This design comes from an exercise in tuning for small area on the open sky130 flow, not from production work. The RTL was checked by simulation tests, not by an equivalence proof against the original design.

### constraint.sdc
create_clock -name core_clock -period 18.0 [get_ports {clk}]
set_input_delay 3.6000 -clock core_clock [delete_from_list [all_inputs] [get_ports {clk}]]
set_output_delay 3.6000 -clock core_clock [all_outputs]
set_load 0.01 [all_outputs]
### run.sh
#!/bin/bash
# synth_recipe.tcl (not shown) runs the flow's synth.tcl, then flattens the netlist and writes it again
# the make line also repeats each setting of config.mk as NAME=value (left out here)
make -C /OpenROAD-flow-scripts/flow DESIGN_CONFIG=/design/flow/config.mk WORK_HOME=/design/flow/orfs CLKGATE_MAP_FILE= SYNTH_SCRIPT=/design/flow/synth_recipe.tcl finish
### config.mk
export PLATFORM = sky130hd
export DESIGN_NAME = macrow4
export DESIGN_NICKNAME = macrow4
export VERILOG_FILES = /design/flow/design.v
export SDC_FILE = /design/flow/constraint.sdc
export NUM_CORES = 4
export LEC_CHECK = 0
export CAP_MARGIN = 20
export CORE_MARGIN = 2
export CORE_UTILIZATION = 40
export SLEW_MARGIN = 20
export SYNTH_HIERARCHICAL = 1
### design.v
`timescale 1ns/1ns
module mant_mul(
    input  [9:0]  a,
    input  [9:0]  b,
    output [11:0] y
);
    wire n1 = a[0] & b[0];
    wire n2 = a[0] & b[1];
    wire n3 = a[0] & b[2];
    wire n4 = a[0] & b[3];
    wire n5 = a[0] & b[4];
    wire n6 = a[0] & b[5];
    wire n7 = a[0] & b[6];
    wire n8 = a[0] & b[7];
    wire n9 = a[0] & b[8];
    wire n10 = a[0] & b[9];
    wire n11 = a[1] & b[0];
    wire n12 = a[1] & b[1];
    wire n13 = a[1] & b[2];
    wire n14 = a[1] & b[3];
    wire n15 = a[1] & b[4];
    wire n16 = a[1] & b[5];
    wire n17 = a[1] & b[6];
    wire n18 = a[1] & b[7];
    wire n19 = a[1] & b[8];
    wire n20 = a[1] & b[9];
    wire n21 = a[2] & b[0];
    wire n22 = a[2] & b[1];
    wire n23 = a[2] & b[2];
    wire n24 = a[2] & b[3];
    wire n25 = a[2] & b[4];
    wire n26 = a[2] & b[5];
    wire n27 = a[2] & b[6];
    wire n28 = a[2] & b[7];
    wire n29 = a[2] & b[8];
    wire n30 = a[2] & b[9];
    wire n31 = a[3] & b[0];
    wire n32 = a[3] & b[1];
    wire n33 = a[3] & b[2];
    wire n34 = a[3] & b[3];
    wire n35 = a[3] & b[4];
    wire n36 = a[3] & b[5];
    wire n37 = a[3] & b[6];
    wire n38 = a[3] & b[7];
    wire n39 = a[3] & b[8];
    wire n40 = a[3] & b[9];
    wire n41 = a[4] & b[0];
    wire n42 = a[4] & b[1];
    wire n43 = a[4] & b[2];
    wire n44 = a[4] & b[3];
    wire n45 = a[4] & b[4];
    wire n46 = a[4] & b[5];
    wire n47 = a[4] & b[6];
    wire n48 = a[4] & b[7];
    wire n49 = a[4] & b[8];
    wire n50 = a[4] & b[9];
    wire n51 = a[5] & b[0];
    wire n52 = a[5] & b[1];
    wire n53 = a[5] & b[2];
    wire n54 = a[5] & b[3];
    wire n55 = a[5] & b[4];
    wire n56 = a[5] & b[5];
    wire n57 = a[5] & b[6];
    wire n58 = a[5] & b[7];
    wire n59 = a[5] & b[8];
    wire n60 = a[5] & b[9];
    wire n61 = a[6] & b[0];
    wire n62 = a[6] & b[1];
    wire n63 = a[6] & b[2];
    wire n64 = a[6] & b[3];
    wire n65 = a[6] & b[4];
    wire n66 = a[6] & b[5];
    wire n67 = a[6] & b[6];
    wire n68 = a[6] & b[7];
    wire n69 = a[6] & b[8];
    wire n70 = a[6] & b[9];
    wire n71 = a[7] & b[0];
    wire n72 = a[7] & b[1];
    wire n73 = a[7] & b[2];
    wire n74 = a[7] & b[3];
    wire n75 = a[7] & b[4];
    wire n76 = a[7] & b[5];
    wire n77 = a[7] & b[6];
    wire n78 = a[7] & b[7];
    wire n79 = a[7] & b[8];
    wire n80 = a[7] & b[9];
    wire n81 = a[8] & b[0];
    wire n82 = a[8] & b[1];
    wire n83 = a[8] & b[2];
    wire n84 = a[8] & b[3];
    wire n85 = a[8] & b[4];
    wire n86 = a[8] & b[5];
    wire n87 = a[8] & b[6];
    wire n88 = a[8] & b[7];
    wire n89 = a[8] & b[8];
    wire n90 = a[8] & b[9];
    wire n91 = a[9] & b[0];
    wire n92 = a[9] & b[1];
    wire n93 = a[9] & b[2];
    wire n94 = a[9] & b[3];
    wire n95 = a[9] & b[4];
    wire n96 = a[9] & b[5];
    wire n97 = a[9] & b[6];
    wire n98 = a[9] & b[7];
    wire n99 = a[9] & b[8];
    wire n100 = a[9] & b[9];
    wire n101, n102;
    ha_c h0(.a(n91), .b(n82), .s(n101), .co(n102));
    wire n103, n104;
    fa_c f1(.a(b[0]), .b(n92), .c(n83), .s(n103), .co(n104));
    wire n105, n106;
    ha_c h2(.a(n74), .b(n65), .s(n105), .co(n106));
    wire n107, n108;
    fa_c f3(.a(b[1]), .b(n93), .c(n84), .s(n107), .co(n108));
    wire n109, n110;
    ha_c h4(.a(n75), .b(n66), .s(n109), .co(n110));
    wire n111, n112;
    fa_c f5(.a(b[2]), .b(n94), .c(n85), .s(n111), .co(n112));
    wire n113, n114;
    ha_c h6(.a(n61), .b(n52), .s(n113), .co(n114));
    wire n115, n116;
    fa_c f7(.a(n71), .b(n62), .c(n53), .s(n115), .co(n116));
    wire n117, n118;
    ha_c h8(.a(n44), .b(n35), .s(n117), .co(n118));
    wire n119, n120;
    fa_c f9(.a(n81), .b(n72), .c(n63), .s(n119), .co(n120));
    wire n121, n122;
    fa_c f10(.a(n54), .b(n45), .c(n36), .s(n121), .co(n122));
    wire n123, n124;
    ha_c h11(.a(n27), .b(n18), .s(n123), .co(n124));
    wire n125, n126;
    fa_c f12(.a(n73), .b(n64), .c(n55), .s(n125), .co(n126));
    wire n127, n128;
    fa_c f13(.a(n46), .b(n37), .c(n28), .s(n127), .co(n128));
    wire n129, n130;
    fa_c f14(.a(n19), .b(n10), .c(n101), .s(n129), .co(n130));
    wire n131, n132;
    fa_c f15(.a(n102), .b(n56), .c(n47), .s(n131), .co(n132));
    wire n133, n134;
    fa_c f16(.a(n38), .b(n29), .c(n20), .s(n133), .co(n134));
    wire n135, n136;
    fa_c f17(.a(a[0]), .b(n103), .c(n105), .s(n135), .co(n136));
    wire n137, n138;
    fa_c f18(.a(n106), .b(n104), .c(n57), .s(n137), .co(n138));
    wire n139, n140;
    fa_c f19(.a(n48), .b(n39), .c(n30), .s(n139), .co(n140));
    wire n141, n142;
    fa_c f20(.a(a[1]), .b(n107), .c(n109), .s(n141), .co(n142));
    wire n143, n144;
    fa_c f21(.a(n110), .b(n108), .c(n76), .s(n143), .co(n144));
    wire n145, n146;
    fa_c f22(.a(n67), .b(n58), .c(n49), .s(n145), .co(n146));
    wire n147, n148;
    fa_c f23(.a(n40), .b(a[2]), .c(n111), .s(n147), .co(n148));
    wire n149, n150;
    fa_c f24(.a(n112), .b(b[3]), .c(n95), .s(n149), .co(n150));
    wire n151, n152;
    fa_c f25(.a(n86), .b(n77), .c(n68), .s(n151), .co(n152));
    wire n153, n154;
    fa_c f26(.a(n59), .b(n50), .c(a[3]), .s(n153), .co(n154));
    wire n155, n156;
    fa_c f27(.a(b[4]), .b(n96), .c(n87), .s(n155), .co(n156));
    wire n157, n158;
    fa_c f28(.a(n78), .b(n69), .c(n60), .s(n157), .co(n158));
    wire n159, n160;
    fa_c f29(.a(b[5]), .b(n97), .c(n88), .s(n159), .co(n160));
    wire n161, n162;
    ha_c h30(.a(n41), .b(n32), .s(n161), .co(n162));
    wire n163, n164;
    fa_c f31(.a(n51), .b(n42), .c(n33), .s(n163), .co(n164));
    wire n165, n166;
    ha_c h32(.a(n24), .b(n15), .s(n165), .co(n166));
    wire n167, n168;
    fa_c f33(.a(n43), .b(n34), .c(n25), .s(n167), .co(n168));
    wire n169, n170;
    fa_c f34(.a(n16), .b(n7), .c(n113), .s(n169), .co(n170));
    wire n171, n172;
    fa_c f35(.a(n114), .b(n26), .c(n17), .s(n171), .co(n172));
    wire n173, n174;
    fa_c f36(.a(n8), .b(n115), .c(n117), .s(n173), .co(n174));
    wire n175, n176;
    fa_c f37(.a(n118), .b(n116), .c(n9), .s(n175), .co(n176));
    wire n177, n178;
    fa_c f38(.a(n119), .b(n121), .c(n123), .s(n177), .co(n178));
    wire n179, n180;
    fa_c f39(.a(n124), .b(n122), .c(n120), .s(n179), .co(n180));
    wire n181, n182;
    fa_c f40(.a(n125), .b(n127), .c(n129), .s(n181), .co(n182));
    wire n183, n184;
    fa_c f41(.a(n130), .b(n128), .c(n126), .s(n183), .co(n184));
    wire n185, n186;
    fa_c f42(.a(n131), .b(n133), .c(n135), .s(n185), .co(n186));
    wire n187, n188;
    fa_c f43(.a(n136), .b(n134), .c(n132), .s(n187), .co(n188));
    wire n189, n190;
    fa_c f44(.a(n137), .b(n139), .c(n141), .s(n189), .co(n190));
    wire n191, n192;
    fa_c f45(.a(n142), .b(n140), .c(n138), .s(n191), .co(n192));
    wire n193, n194;
    fa_c f46(.a(n143), .b(n145), .c(n147), .s(n193), .co(n194));
    wire n195, n196;
    fa_c f47(.a(n148), .b(n146), .c(n144), .s(n195), .co(n196));
    wire n197, n198;
    fa_c f48(.a(n149), .b(n151), .c(n153), .s(n197), .co(n198));
    wire n199, n200;
    fa_c f49(.a(n154), .b(n152), .c(n150), .s(n199), .co(n200));
    wire n201, n202;
    fa_c f50(.a(a[4]), .b(n155), .c(n157), .s(n201), .co(n202));
    wire n203, n204;
    fa_c f51(.a(n158), .b(n156), .c(n79), .s(n203), .co(n204));
    wire n205, n206;
    fa_c f52(.a(n70), .b(a[5]), .c(n159), .s(n205), .co(n206));
    wire n207, n208;
    fa_c f53(.a(n160), .b(b[6]), .c(n98), .s(n207), .co(n208));
    wire n209, n210;
    fa_c f54(.a(n89), .b(n80), .c(a[6]), .s(n209), .co(n210));
    wire n211, n212;
    fa_c f55(.a(b[7]), .b(n99), .c(n90), .s(n211), .co(n212));
    wire n213, n214;
    ha_c h56(.a(n31), .b(n22), .s(n213), .co(n214));
    wire n215, n216;
    fa_c f57(.a(n23), .b(n14), .c(n5), .s(n215), .co(n216));
    wire n217, n218;
    fa_c f58(.a(n162), .b(n6), .c(n163), .s(n217), .co(n218));
    wire n219, n220;
    fa_c f59(.a(n166), .b(n164), .c(n167), .s(n219), .co(n220));
    wire n221, n222;
    fa_c f60(.a(n170), .b(n168), .c(n171), .s(n221), .co(n222));
    wire n223, n224;
    fa_c f61(.a(n174), .b(n172), .c(n175), .s(n223), .co(n224));
    wire n225, n226;
    fa_c f62(.a(n178), .b(n176), .c(n179), .s(n225), .co(n226));
    wire n227, n228;
    fa_c f63(.a(n182), .b(n180), .c(n183), .s(n227), .co(n228));
    wire n229, n230;
    fa_c f64(.a(n186), .b(n184), .c(n187), .s(n229), .co(n230));
    wire n231, n232;
    fa_c f65(.a(n190), .b(n188), .c(n191), .s(n231), .co(n232));
    wire n233, n234;
    fa_c f66(.a(n194), .b(n192), .c(n195), .s(n233), .co(n234));
    wire n235, n236;
    fa_c f67(.a(n198), .b(n196), .c(n199), .s(n235), .co(n236));
    wire n237, n238;
    fa_c f68(.a(n202), .b(n200), .c(n203), .s(n237), .co(n238));
    wire n239, n240;
    fa_c f69(.a(n206), .b(n204), .c(n207), .s(n239), .co(n240));
    wire n241, n242;
    fa_c f70(.a(n210), .b(n208), .c(a[7]), .s(n241), .co(n242));
    wire n243, n244;
    fa_c f71(.a(n212), .b(b[8]), .c(n100), .s(n243), .co(n244));
    wire n245, n246;
    ha_c h72(.a(n21), .b(n12), .s(n245), .co(n246));
    wire n247, n248;
    fa_c f73(.a(n13), .b(n4), .c(n213), .s(n247), .co(n248));
    wire n249, n250;
    fa_c f74(.a(n214), .b(n161), .c(n215), .s(n249), .co(n250));
    wire n251, n252;
    fa_c f75(.a(n216), .b(n165), .c(n217), .s(n251), .co(n252));
    wire n253, n254;
    fa_c f76(.a(n218), .b(n169), .c(n219), .s(n253), .co(n254));
    wire n255, n256;
    fa_c f77(.a(n220), .b(n173), .c(n221), .s(n255), .co(n256));
    wire n257, n258;
    fa_c f78(.a(n222), .b(n177), .c(n223), .s(n257), .co(n258));
    wire n259, n260;
    fa_c f79(.a(n224), .b(n181), .c(n225), .s(n259), .co(n260));
    wire n261, n262;
    fa_c f80(.a(n226), .b(n185), .c(n227), .s(n261), .co(n262));
    wire n263, n264;
    fa_c f81(.a(n228), .b(n189), .c(n229), .s(n263), .co(n264));
    wire n265, n266;
    fa_c f82(.a(n230), .b(n193), .c(n231), .s(n265), .co(n266));
    wire n267, n268;
    fa_c f83(.a(n232), .b(n197), .c(n233), .s(n267), .co(n268));
    wire n269, n270;
    fa_c f84(.a(n234), .b(n201), .c(n235), .s(n269), .co(n270));
    wire n271, n272;
    fa_c f85(.a(n236), .b(n205), .c(n237), .s(n271), .co(n272));
    wire n273, n274;
    fa_c f86(.a(n238), .b(n209), .c(n239), .s(n273), .co(n274));
    wire n275, n276;
    fa_c f87(.a(n240), .b(n211), .c(n241), .s(n275), .co(n276));
    wire n277, n278;
    fa_c f88(.a(n242), .b(a[8]), .c(n243), .s(n277), .co(n278));
    wire n279, n280;
    fa_c f89(.a(n244), .b(b[9]), .c(a[9]), .s(n279), .co(n280));
    wire n282 = n2 & n11;
    wire n284;
    maj_c f91(.a(n245), .b(n3), .c(n282), .co(n284));
    wire n286;
    maj_c f92(.a(n247), .b(n246), .c(n284), .co(n286));
    wire n288;
    maj_c f93(.a(n249), .b(n248), .c(n286), .co(n288));
    wire n290;
    maj_c f94(.a(n251), .b(n250), .c(n288), .co(n290));
    wire n292;
    maj_c f95(.a(n253), .b(n252), .c(n290), .co(n292));
    wire n294;
    maj_c f96(.a(n255), .b(n254), .c(n292), .co(n294));
    wire n296;
    maj_c f97(.a(n257), .b(n256), .c(n294), .co(n296));
    wire n298;
    maj_c f98(.a(n259), .b(n258), .c(n296), .co(n298));
    wire n299, n300;
    fa_c f99(.a(n261), .b(n260), .c(n298), .s(n299), .co(n300));
    wire n301, n302;
    fa_c f100(.a(n263), .b(n262), .c(n300), .s(n301), .co(n302));
    wire n303, n304;
    fa_c f101(.a(n265), .b(n264), .c(n302), .s(n303), .co(n304));
    wire n305, n306;
    fa_c f102(.a(n267), .b(n266), .c(n304), .s(n305), .co(n306));
    wire n307, n308;
    fa_c f103(.a(n269), .b(n268), .c(n306), .s(n307), .co(n308));
    wire n309, n310;
    fa_c f104(.a(n271), .b(n270), .c(n308), .s(n309), .co(n310));
    wire n311, n312;
    fa_c f105(.a(n273), .b(n272), .c(n310), .s(n311), .co(n312));
    wire n313, n314;
    fa_c f106(.a(n275), .b(n274), .c(n312), .s(n313), .co(n314));
    wire n315, n316;
    fa_c f107(.a(n277), .b(n276), .c(n314), .s(n315), .co(n316));
    wire n317, n318;
    fa_c f108(.a(n279), .b(n278), .c(n316), .s(n317), .co(n318));
    wire n319, n320;
    fa_c f109(.a(1'b1), .b(n280), .c(n318), .s(n319), .co(n320));
    assign y = {n320, n319, n317, n315, n313, n311, n309, n307, n305, n303, n301, n299};
endmodule
module fa_c(input a, input b, input c, output s, output co);
    assign s  = a ^ b ^ c;
    assign co = (a & b) | (a & c) | (b & c);
endmodule
module ha_c(input a, input b, output s, output co);
    assign s  = a ^ b;
    assign co = a & b;
endmodule
module maj_c(input a, input b, input c, output co);
    assign co = (a & b) | (a & c) | (b & c);
endmodule
`timescale 1ns/1ns
module macrow4(
    input clk,
    input reset_n,
    input enX,
    input[3:0] enW,
    input [15:0] X_i,
    input [15:0] W_i,
    output valid_o,
    output [15:0] Y_o
);
    function [19:0] f_dec(input [15:0] x);
        reg [3:0] lz;
        reg [9:0] mn;
        reg       e0;
        integer i;
        begin
            e0 = (x[14:10] == 5'd0);
            lz = 4'd0;
            for (i = 0; i <= 9; i = i + 1)
                if (x[i]) lz = 4'd9 - i[3:0];
            mn = x[9:0] << (lz + 4'd1);
            f_dec = {x[15], e0 & ~|x[9:0], &x[14:10], e0 & |x[9:0],
                     e0 ? -{2'b00, lz} : {1'b0, x[14:10]},
                     e0 ? mn : x[9:0]};
        end
    endfunction
    function [15:0] f_post(input [9:0] xa, input [9:0] wb, input [11:0] p);
        reg       p1, s, d, zero, inf, ovf, q16, big;
        reg [6:0] E, Eb, Epb, eo7;
        reg [4:0] sh, eo;
        reg [11:0] pm;
        begin
            p1   = p[11];
            E    = {xa[5], xa[5:0]} + {wb[5], wb[5:0]};
            Eb   = E ^ 7'h40;
            Epb  = Eb + {6'd0, p1};
            s    = xa[9] ^ wb[9];
            d    = xa[6] ^ wb[6];
            zero = xa[8] | wb[8] | (xa[6] & wb[6]);
            inf  = xa[7] | wb[7];
            ovf  = Epb >= 7'd110;             
            q16  = (E == 7'd16) & ~p1 & d;
            big  = (Epb >= 7'd80) & ~q16;     
            if (big)                  sh = {4'd0, p1};
            else if (q16)             sh = 5'd0;
            else if (E == 7'd15)      sh = {4'd0, d};
            else if (Eb < 7'd68)      sh = 5'd12;     
            else                      sh = 5'd16 - E[4:0];
            pm   = p >> sh;
            eo7  = E + {6'd0, p1} - 7'd15;
            eo   = big ? eo7[4:0] : 5'd0;
            f_post = inf  ? {s, 5'b11111, 10'd0} :
                     zero ? {s, 15'd0} :
                     ovf  ? {s, 5'b11111, 10'd0} :
                            {s, eo, pm[9:0]};
        end
    endfunction
    function [15:0] f_add(input [15:0] a, input [15:0] b);
        reg        sa, sb, ia, ib, zab, sub, agb, sL, hL, hS, c, st, gt, vz, so, si;
        reg [4:0]  ea, eL, eS, df, eo;
        reg [14:0] L, S;
        reg [20:0] S21;
        reg [12:0] Lv, Sv, V, Vs;
        reg [3:0]  lz, n, k;
        reg [5:0]  dn;
        reg [9:0]  mo;
        reg        x, yy;
        integer i;
        begin
            sa = a[15]; sb = b[15];
            ea = a[14:10];
            ia = &a[14:10]; ib = &b[14:10];
            zab = ~|a[14:0] & ~|b[14:0];
            sub = sa ^ sb;
            agb = 1'b1;
            for (i = 0; i < 15; i = i + 1)
                agb = (a[i] & ~b[i]) | (agb & (a[i] | ~b[i]));
            L  = agb ? a[14:0] : b[14:0];
            S  = agb ? b[14:0] : a[14:0];
            sL = agb ? sa : sb;
            hL = |L[14:10]; hS = |S[14:10];
            eL = {L[14:11], L[10] | ~hL};       
            eS = {S[14:11], S[10] | ~hS};
            c = 1'b1;
            for (i = 0; i < 5; i = i + 1) begin
                df[i] = eL[i] ^ ~eS[i] ^ c;
                c = (eL[i] & ~eS[i]) | (c & (eL[i] | ~eS[i]));
            end
            S21 = {hS, S[9:0], 10'd0} >> df;
            st  = |S21[8:0];
            Lv = {1'b0, hL, L[9:0], 1'b0};
            Sv = {1'b0, S21[20:9]} ^ {13{sub}};
            c = sub & ~st;
            for (i = 0; i < 13; i = i + 1) begin
                V[i] = Lv[i] ^ Sv[i] ^ c;
                c = (Lv[i] & Sv[i]) | (c & (Lv[i] | Sv[i]));
            end
            lz = 4'd0;
            for (i = 0; i <= 10; i = i + 1)
                if (V[i]) lz = 4'd10 - i[3:0];
            n = lz + 4'd1;
            c = 1'b0;
            for (i = 0; i < 6; i = i + 1) begin
                x  = (i < 5) ? eL[i] : 1'b0;
                yy = ~((i < 4) ? n[i] : 1'b0);
                dn[i] = x ^ yy ^ c;
                c = (x & yy) | (c & (x | yy));
            end
            gt = ~dn[5];
            if (V[12])      begin eo = eL + 5'd1;      k = 4'd0;     end
            else if (V[11]) begin eo = eL;             k = 4'd1;     end
            else if (gt)    begin eo = dn[4:0] + 5'd1; k = n + 4'd1; end
            else            begin eo = 5'd0;           k = eL[3:0];  end
            Vs = V << k;
            mo = (&eo) ? 10'd0 : Vs[11:2];
            vz = ~|V;
            so = zab ? 1'b0 : (~sub ? sa : (vz ? (~|ea & sa) : sL));
            si = (ia & ib) ? (sa == sb ? sa : 1'b0) : (ia ? sa : sb);
            f_add = (ia | ib) ? {si, 5'b11111, 10'd0} : {so, eo, mo};
        end
    endfunction
    reg [5:0] r_en;
    always @(posedge clk, negedge reset_n) begin
        if (!reset_n)
            r_en <= 6'd0;
        else
            r_en <= {r_en[4:0], enX};
    end
    assign valid_o = r_en[2] & r_en[5];
    wire [19:0] wd = f_dec(W_i);
    reg  [3:0]  w_s, w_z, w_i, w_d;
    reg  [23:0] w_e;
    reg  [39:0] w_m;
    genvar k;
    generate for (k = 0; k < 4; k = k + 1) begin : tap
        always @(posedge clk, negedge reset_n) begin
            if (!reset_n) begin
                w_s[k] <= 1'b0;
                w_z[k] <= 1'b1;
                w_i[k] <= 1'b0;
            end else if (enW[k]) begin
                w_s[k] <= wd[19];
                w_z[k] <= wd[18];
                w_i[k] <= wd[17];
            end
        end
        always @(posedge clk) begin
            if (enW[k]) begin
                w_d[k] <= wd[16];
                w_e[6*k +: 6]   <= wd[15:10];
                w_m[10*k +: 10] <= wd[9:0];
            end
        end
    end endgenerate
    wire [19:0] xd = f_dec(X_i);
    reg  [9:0]  x_a;         
    reg  [9:0]  x_m;
    always @(posedge clk) begin
        x_a <= xd[19:10];
        x_m <= xd[9:0];
    end
    wire [11:0] pm0, pm1, pm2, pm3;
    mant_mul mm0(.a(x_m), .b(w_m[0 +: 10]),  .y(pm0));
    mant_mul mm1(.a(x_m), .b(w_m[10 +: 10]), .y(pm1));
    mant_mul mm2(.a(x_m), .b(w_m[20 +: 10]), .y(pm2));
    mant_mul mm3(.a(x_m), .b(w_m[30 +: 10]), .y(pm3));
    reg [15:0] r_p0, r_p1, r_p2, r_p3;
    always @(posedge clk) begin
        r_p0 <= f_post(x_a, {w_s[0], w_z[0], w_i[0], w_d[0], w_e[0 +: 6]},  pm0);
        r_p1 <= f_post(x_a, {w_s[1], w_z[1], w_i[1], w_d[1], w_e[6 +: 6]},  pm1);
        r_p2 <= f_post(x_a, {w_s[2], w_z[2], w_i[2], w_d[2], w_e[12 +: 6]}, pm2);
        r_p3 <= f_post(x_a, {w_s[3], w_z[3], w_i[3], w_d[3], w_e[18 +: 6]}, pm3);
    end
    reg [15:0] s0, s1, s2, y;
    always @(posedge clk) begin
        s0 <= (r_p0[14:0] == 15'd0) ? 16'd0 : r_p0;
        s1 <= f_add(r_p1, s0);
        s2 <= f_add(r_p2, s1);
        y  <= f_add(r_p3, s2);
    end
    assign Y_o = y;
endmodule
==> results.cfg <==
[route]
routed_wl_mm = 88.56
drc = 0
via_count = 26440
first_pass_iters = 6
routedWlPerCell_um = 19.14
viasPerCell = 5.715
drt_iter0_drc = 1857
detail-route-antenna-nets = 0

[clock_tree]
hold_buffers = 0
post-cts-setup-buffers = 0
cts_buffers = 30
root_buffer = clkbuf_16
cts-resized-gates = 0
clk_latency_ns = 0.63
cts.path.max_buffers = 3
cts.htree.levels = 1
cts_tree = done
clk_pin_slew_ns = 0.06
clock-sinks = 234

[layout]
utilization_pct = 42.96
mostFrequentLayoutCell = fa_1
fin_area_sq_um = 35780
fin_nets = 4124
syn_to_final_growth_pct = 6.960
final_cell_mix = fa_1 (410), and2_1 (372), nand2_1 (284)
instances_no_fill = 4626
drive_above_1_share_pct = 8.319
nFillCells = 8155
diodes = 0

[synthesis]
synthesis.nets = 4169
synthesis.area_sq_um = 33460
synth-xor-area-share_pct = 3.340
async_flop_share_pct = 7.692
synthAdderAreaFrac_pct = 31.52
ys_warn_count = 7
syn_avg_cell_area_sq_um = 9.379
synth-simple-area-share_pct = 21.89
synth_edf_count = 68
synthMuxAreaShare_pct = 8.647
synth_cell_types = 122
syn_inst = 3567
synth_compound_area_share_pct = 13.93
ys_ff_latch = 234
synth_top_flop_cell = dfxtp_1
ys_seq_area_share_pct = 16.32
synth_top_family_by_area = adder cells

[worst_setup_path]
max_stage_delay_ns = 0.80
cp_slowest_cell = nor2_1
critical_path_class = register to register
cp.arrival_ns = 15.01
path_max_fanout = 32
critical_path_required_ns = 18.44
cp-start-kind = register
cpMostUsedCell = fa_1
endpoint_kind = register

[placed_design]
place_congestion = 0.9058
place_area_sq_um = 34740
dp_hpwl_mm = 68.00
dp_cells = 4570
port_buffers = 55

[floorplan]
die_w_um = 293.2
fp.coreArea_sq_um = 83290
die-area_sq_um = 85970
start_util_pct = 40.17
fp-row-count = 106
die_y_um = 293.2
io_pins = 56

[grt]
grt_pass1_wl_mm = 145.6
grt.overflow.total = 0
antenna_found_initial = 1
grt_max_degree = 45
first_global_vias = 26580
gr-usage-all-layers_pct = 20.76

[timing]
rsz0062_at_grt = false
max_slew_margin_pct = 26.10
worstMarginPinSlew_ns = 1.105
finalHoldViolCount = 0
period_share_pct = 80.94
tns_ns = 0
max_freq_ghz = 0.06864
report.final.setup_viol = 0
drv_slew = 0
fin_worst_skew_ns = 0.06689
period_minus_slack_ns = 14.57

[status]
status = no timing/DRC/antenna violations

[job]
cap_violations = 0

[hold_path]
hold_path.class = register to register
[stage by stage]
| step | hold WS (ns) | setup WS, ns |
|---|---|---|
| 2_1_floorplan | 0.3312 | 5.517 |
| 3_3_place_gp | 0.3319 | 3.695 |
| 3_5_place_dp | 0.3347 | 3.460 |
| 4_1_cts | 0.3432 | 3.405 |
| 5_1_grt | 0.3534 | 2.336 |
| 6_report | 0.3422 | 3.431 |
[metal layers]
metal	vias up	GRT usage, %	routed length [um]
met5	-	0	0
met4	0	3.683	1553
met3	101	2.073	3741
met2	612	35.86	43070
met1	13180	28.48	40190
li1	12550	-	-
[Yosys stat by module, one instance, submodules excluded]
module / cell area [sq um] / copies in the design / cells inside
mant_mul: 720.7 / 4 / 111
maj_c: 11.26 / 32 / 1
ha_c: 12.51 / 40 / 1
fa_c: 20.02 / 364 / 1
macrow4: 22430 / 1 / 2687
[final cells by class]
class | instances | area, sq um | share of cell area (%)
well taps | 1080 | 1351 | 3.776
clock buffers | 38 | 842.1 | 2.353
repair buffers | 88 | 798.3 | 2.231
inverters | 151 | 566.8 | 1.584
clock inverters | 18 | 185.2 | 0.5175
flip-flops and latches | 234 | 5460 | 15.26
multi-input cells | 3017 | 26580 | 74.28
[critical path, delay by kind of cell (launching register included)]
family          cells  cell delay [ns]
mux                 2             0.69
simple gates       10             2.79
buf+inv             5             0.63
fa+ha+maj          18             6.21
compound gates     10             2.89
flops               1             0.60
xor+xnor            1             0.57
[logic make-up after synthesis]
logic type	Yosys count
xor gates and xnor gates	125
adders and majority gates	601
other	4
buffers and inverters	316
and+or+nand+nor	1365
DFF	234
muxes	251
AOI/OAI and AO/OA	671
[final timing paths]
kind	startpoint	end	slack [ns]	cells after the start
worst max-delay path	r_p1[11]	s1[9]	3.43	46
worst min-delay path	r_en[2]	r_en[3]	0.34	0
worst max register to register	r_p1[11]	s1[9]	3.43	46
worst min register to register	r_en[2]	r_en[3]	0.34	0
max in group asynchronous	reset_n	r_en[2]	14.35	2
min in group asynchronous	reset_n	w_i[0]	3.33	2
[state kept, by name (all words and copies together), names as in the netlist]
| signal | cells |
|---|---|
| w_m | 40 |
| w_e | 24 |
| r_p0 | 16 |
| r_p1 | 16 |
| r_p2 | 16 |
| r_p3 | 16 |
| s0 | 16 |
| s1 | 16 |
| s2 | 16 |
| y | 16 |
| x_a | 10 |
| x_m | 10 |
| r_en | 6 |
| w_d | 4 |
| w_i | 4 |
| w_s | 4 |
| w_z | 4 |
[cell usage after synthesis (all sizes together) (52+ instances only)]
library cell	number	area share, %
a21oi	151	2.3
and2	410	7.8
buf	83	1.7
clkbuf	82	0.92
dfxtp	148	8.9
edfxtp	68	6.1
fa	410	25
ha	153	5.7
inv	144	1.6
mux2	58	2.0
mux2i	170	5.1
nand2	285	3.2
nand3	104	1.6
nor2	190	2.2
nor3	105	1.6
o21ai	140	2.1
xnor2	73	2.0
xor2	52	1.4

port drivers added, routing unchanged:
Ports are ideal in the flow. The routed layout listed here was re-timed in OpenROAD. Step 1 assumes that a clkbuf_16 drives the clock port and a buf_2 every other input. Step 2, shift: input delay + t, output delay - t, t = (earliest + latest rising clock arrival at the registers) / 2. This alone moves slack from input paths to output paths. Three values: ideal, step 1, step 2; two values: the first two.
shift t [ns]: 0.660
setup WS [ns]: 3.431 / 3.431 / 3.431
worst setup path at the end: register to register
slew at the worst register clock pin (ns): 0.07 / 0.07
worst slew at a driven data input, ns: 0.06
After both steps this run still meets setup and hold. The setup slack of this run moves by 0.000 ns with the drivers and by 0.000 ns with both steps.
